This is an optimization exercise on Yosys and OpenROAD, whose aim is small area, a short achievable clock period and few clock cycles, not a production implementation.
The RTL was checked by simulation tests, not by an equivalence proof against the original design.
No activity file was given, so power comes from the tool's default toggle rates.

Setup of run A:
==> flow/design.v (excerpt) <==
module cpu_top (
    input               clk,
    input               rst_n,
    output      [31:0]  ext_pc,
    input       [31:0]  imem_rdata,
    output      [8:0]   dmem_addr,
    output              dmem_en,
    output      [3:0]   dmem_we,
    output      [31:0]  dmem_wdata,
    input       [31:0]  dmem_rdata
);
reg  [31:0] pc_f;
reg         d_valid;
reg  [31:0] d_ins;
reg  [31:0] d_pc;
reg  [33:1] d_s1, d_s2;
reg         e_wen, e_ld, e_mem, e_jalr;
reg         e_beq, e_bne, e_blt, e_bge, e_bltu, e_bgeu;
reg  [3:0]  e_we;
reg  [4:0]  e_rd;
reg  [31:0] e_a, e_b;
reg  [31:0] e_sd;            
reg         e_fa_m, e_fb_m;  
reg         e_sub;
reg         e_r_add, e_r_slt, e_r_sltu, e_r_xor, e_r_or, e_r_and;
reg         e_r_sll, e_r_sr, e_r_b, e_r_link;
reg         e_sra;
reg  [6:0]  e_ea;            
reg  [1:0]  e_off;           
reg  [2:0]  e_f3;
reg         m_wen, m_ld;
reg  [4:0]  m_rd;
reg  [31:0] m_res;
reg  [1:0]  m_off;
reg  [2:0]  m_f3;
reg         w_wen;
reg  [4:0]  w_rd;
reg  [31:0] w_res;
reg  [31:0] rf [1:31];
wire [31:0] alu_sum;
wire        e_jr;
reg  [31:0] ldata;
wire [6:0] opc = d_ins[6:0];
wire [2:0] f3  = d_ins[14:12];
wire [4:0] rd  = d_ins[11:7];
wire [4:0] rs1 = d_ins[19:15];
wire [4:0] rs2 = d_ins[24:20];
wire is_lui   = (opc == 7'b0110111);
wire is_auipc = (opc == 7'b0010111);
wire is_jal   = (opc == 7'b1101111);
wire is_jalr  = (opc == 7'b1100111);
wire is_br    = (opc == 7'b1100011);
wire is_ld    = (opc == 7'b0000011);
wire is_st    = (opc == 7'b0100011);
wire is_opi   = (opc == 7'b0010011);
wire is_op    = (opc == 7'b0110011);
wire is_halt  = (d_ins == 32'h00000073) || (d_ins == 32'h00100073);
wire use1    = is_jalr | is_br | is_ld | is_st | is_opi | is_op;
wire use2    = is_br | is_st | is_op;
wire need1_d = is_ld | is_st;              
wire wr      = (is_lui | is_auipc | is_jal | is_jalr | is_ld | is_opi | is_op) &&
  ...
Size: about 1,400 flip-flops, ~140 I/O pins, roughly 0.067 mm2 of cells after synthesis.
clock: 10.0 ns
lec_check: 0
cap_margin: 20
core_margin: 2
core_utilization: 30
place_density: 0.45
setup_slack_margin: 5
slew_margin: 20
synth_hierarchical: 1
run.sh (not shown) runs the stock make flow with config.mk's settings and CLKGATE_MAP_FILE= SYNTH_SCRIPT=/design/flow/synth_recipe.tcl, a recipe that flattens the netlist after the stock synthesis.
The final layout from run A, which completed every stage, passed the timing, DRC and antenna checks at the end of the flow.
Testbench counts of run A, summed over its fixed seeds: cycles 75,094.
## Diff of input files: run B against run A
- SETUP_SLACK_MARGIN no longer set, was 5
==> flow/flow/run.sh (new file) <==
#!/bin/bash
set -euo pipefail
MARGIN=$(cat flow/margin.txt)
bash standard.sh finish SETUP_SLACK_MARGIN=$MARGIN > flow_make.log 2>&1
==> flow/flow/margin.txt (new file) <==
6.5
==> flow/standard.sh (new file) <==
#!/bin/bash
# synth_recipe.tcl (not shown) runs the flow's synth.tcl, then flattens the netlist and writes it again
# the make line also repeats each setting of config.mk as NAME=value (left out here)
make -C /OpenROAD-flow-scripts/flow DESIGN_CONFIG=/design/flow/config.mk WORK_HOME=/design/flow/orfs CLKGATE_MAP_FILE= SYNTH_SCRIPT=/design/flow/synth_recipe.tcl "${@:-finish}"
removed: flow/run.sh
Notes after the runs:
- The slowest cell on the critical path comes out sky130_fd_sc_hd__mux2i_1 in one run and sky130_fd_sc_hd__o31ai_1 in the other, namely in run A and run B respectively.
- | sequential share of power | run B vs run A | 2.1 points lower |
- Summary — layout overhead on the synthesized area, run B relative to run A: higher, by 8.0 points.
- ~same worst hold slack after final layout in run B and run A
For run C, these inputs were changed with respect to run B:
- putting CTS_CLUSTER_DIAMETER at 70 where nothing was set
- putting CTS_CLUSTER_SIZE at 40 where nothing was set
Diff run B -> run C | clock skew | increase of 0.013 ns. Run C vs. run B: final non-filler cell area now sits lower, sequential share of layout area now sits higher, clock period minus final worst setup slack now sits higher, overall global routing resource usage now sits lower, peak per-stage delay on the critical path now sits higher. Run C consumes less power than run B does. Lower relative contribution of the clock network to total power was reported by run C, not run B. Relative contribution of sequential cells to total power in run C is 2.9 points higher than in run B. Going from run B to run C, highest ir drop seen on vdd shrinks by 19%.
Edits applied to the flow inputs when going from run C to run D:
- PLACE_DENSITY changed from 0.45 to 0.55
- CTS_CLUSTER_DIAMETER changed from 70 to 60
- CTS_CLUSTER_SIZE changed from 40 to 30
- CORE_UTILIZATION changed from 30 to 40
==> flow/flow/run.sh <==
#!/bin/bash
set -euo pipefail
MARGIN=$(cat flow/margin.txt)
bash standard.sh finish SETUP_SLACK_MARGIN=$MARGIN \
    "BUFFER_PORTS_ARGS=-buffer_cell sky130_fd_sc_hd__buf_2" > flow_make.log 2>&1
==> flow/flow/margin.txt <==
6.0
Notes after the runs:
- Peak ir drop on the vdd network was lower in run C than in run D.
- Run D ended up with a lower hold slack than run C did.
- The post-route minimum period in run D was higher than what run C gave.
- Run D vs run C — maximum number of pins on one net before global-route repair dropped slightly
- In run D, the number of gates resized after CTS came out 82% below the value in run C.
- Compared with run C, in run D number of standard-cell rows in the floorplan fell by 23, clock-buffer cell count rose by 20%, total instance count after detailed placement fell by about 10%, global-route wire length before repair fell by 32,000 um.

afterwards: timing with drivers on the ports:
How much do the figures lean on ideal ports? The routed layouts below were timed once more, with nothing changed but the port constraints.
Step 1 assumes that a clkbuf_16 drives the clock port and a buf_2 every other input.
Step 2 times the ports against the registers' clock, not the clock port: input delays grow and output delays shrink by t, the midpoint of the rising clock arrivals with the driver on.
a / b / c = ideal / step 1 / step 2; a / b = the first two.
run | t, ns | setup WS [ns] | worst register clock-pin slew, ns | worst slew at a driven data input, ns
run A | 0.897 | 5.062 / 5.062 / 4.542 | 0.07 / 0.07 | 0.19
run B | 0.899 | 6.108 / 6.108 / 5.540 | 0.07 / 0.07 | 0.12
run C | 0.879 | 6.024 / 6.024 / 5.527 | 0.11 / 0.11 | 0.11
run D | 0.880 | 5.888 / 5.888 / 5.233 | 0.09 / 0.09 | 0.13
After both steps every run listed still meets setup and hold. The setup slack of run D, which loses most, moves by 0.000 ns with the drivers and by -0.655 ns with both steps.
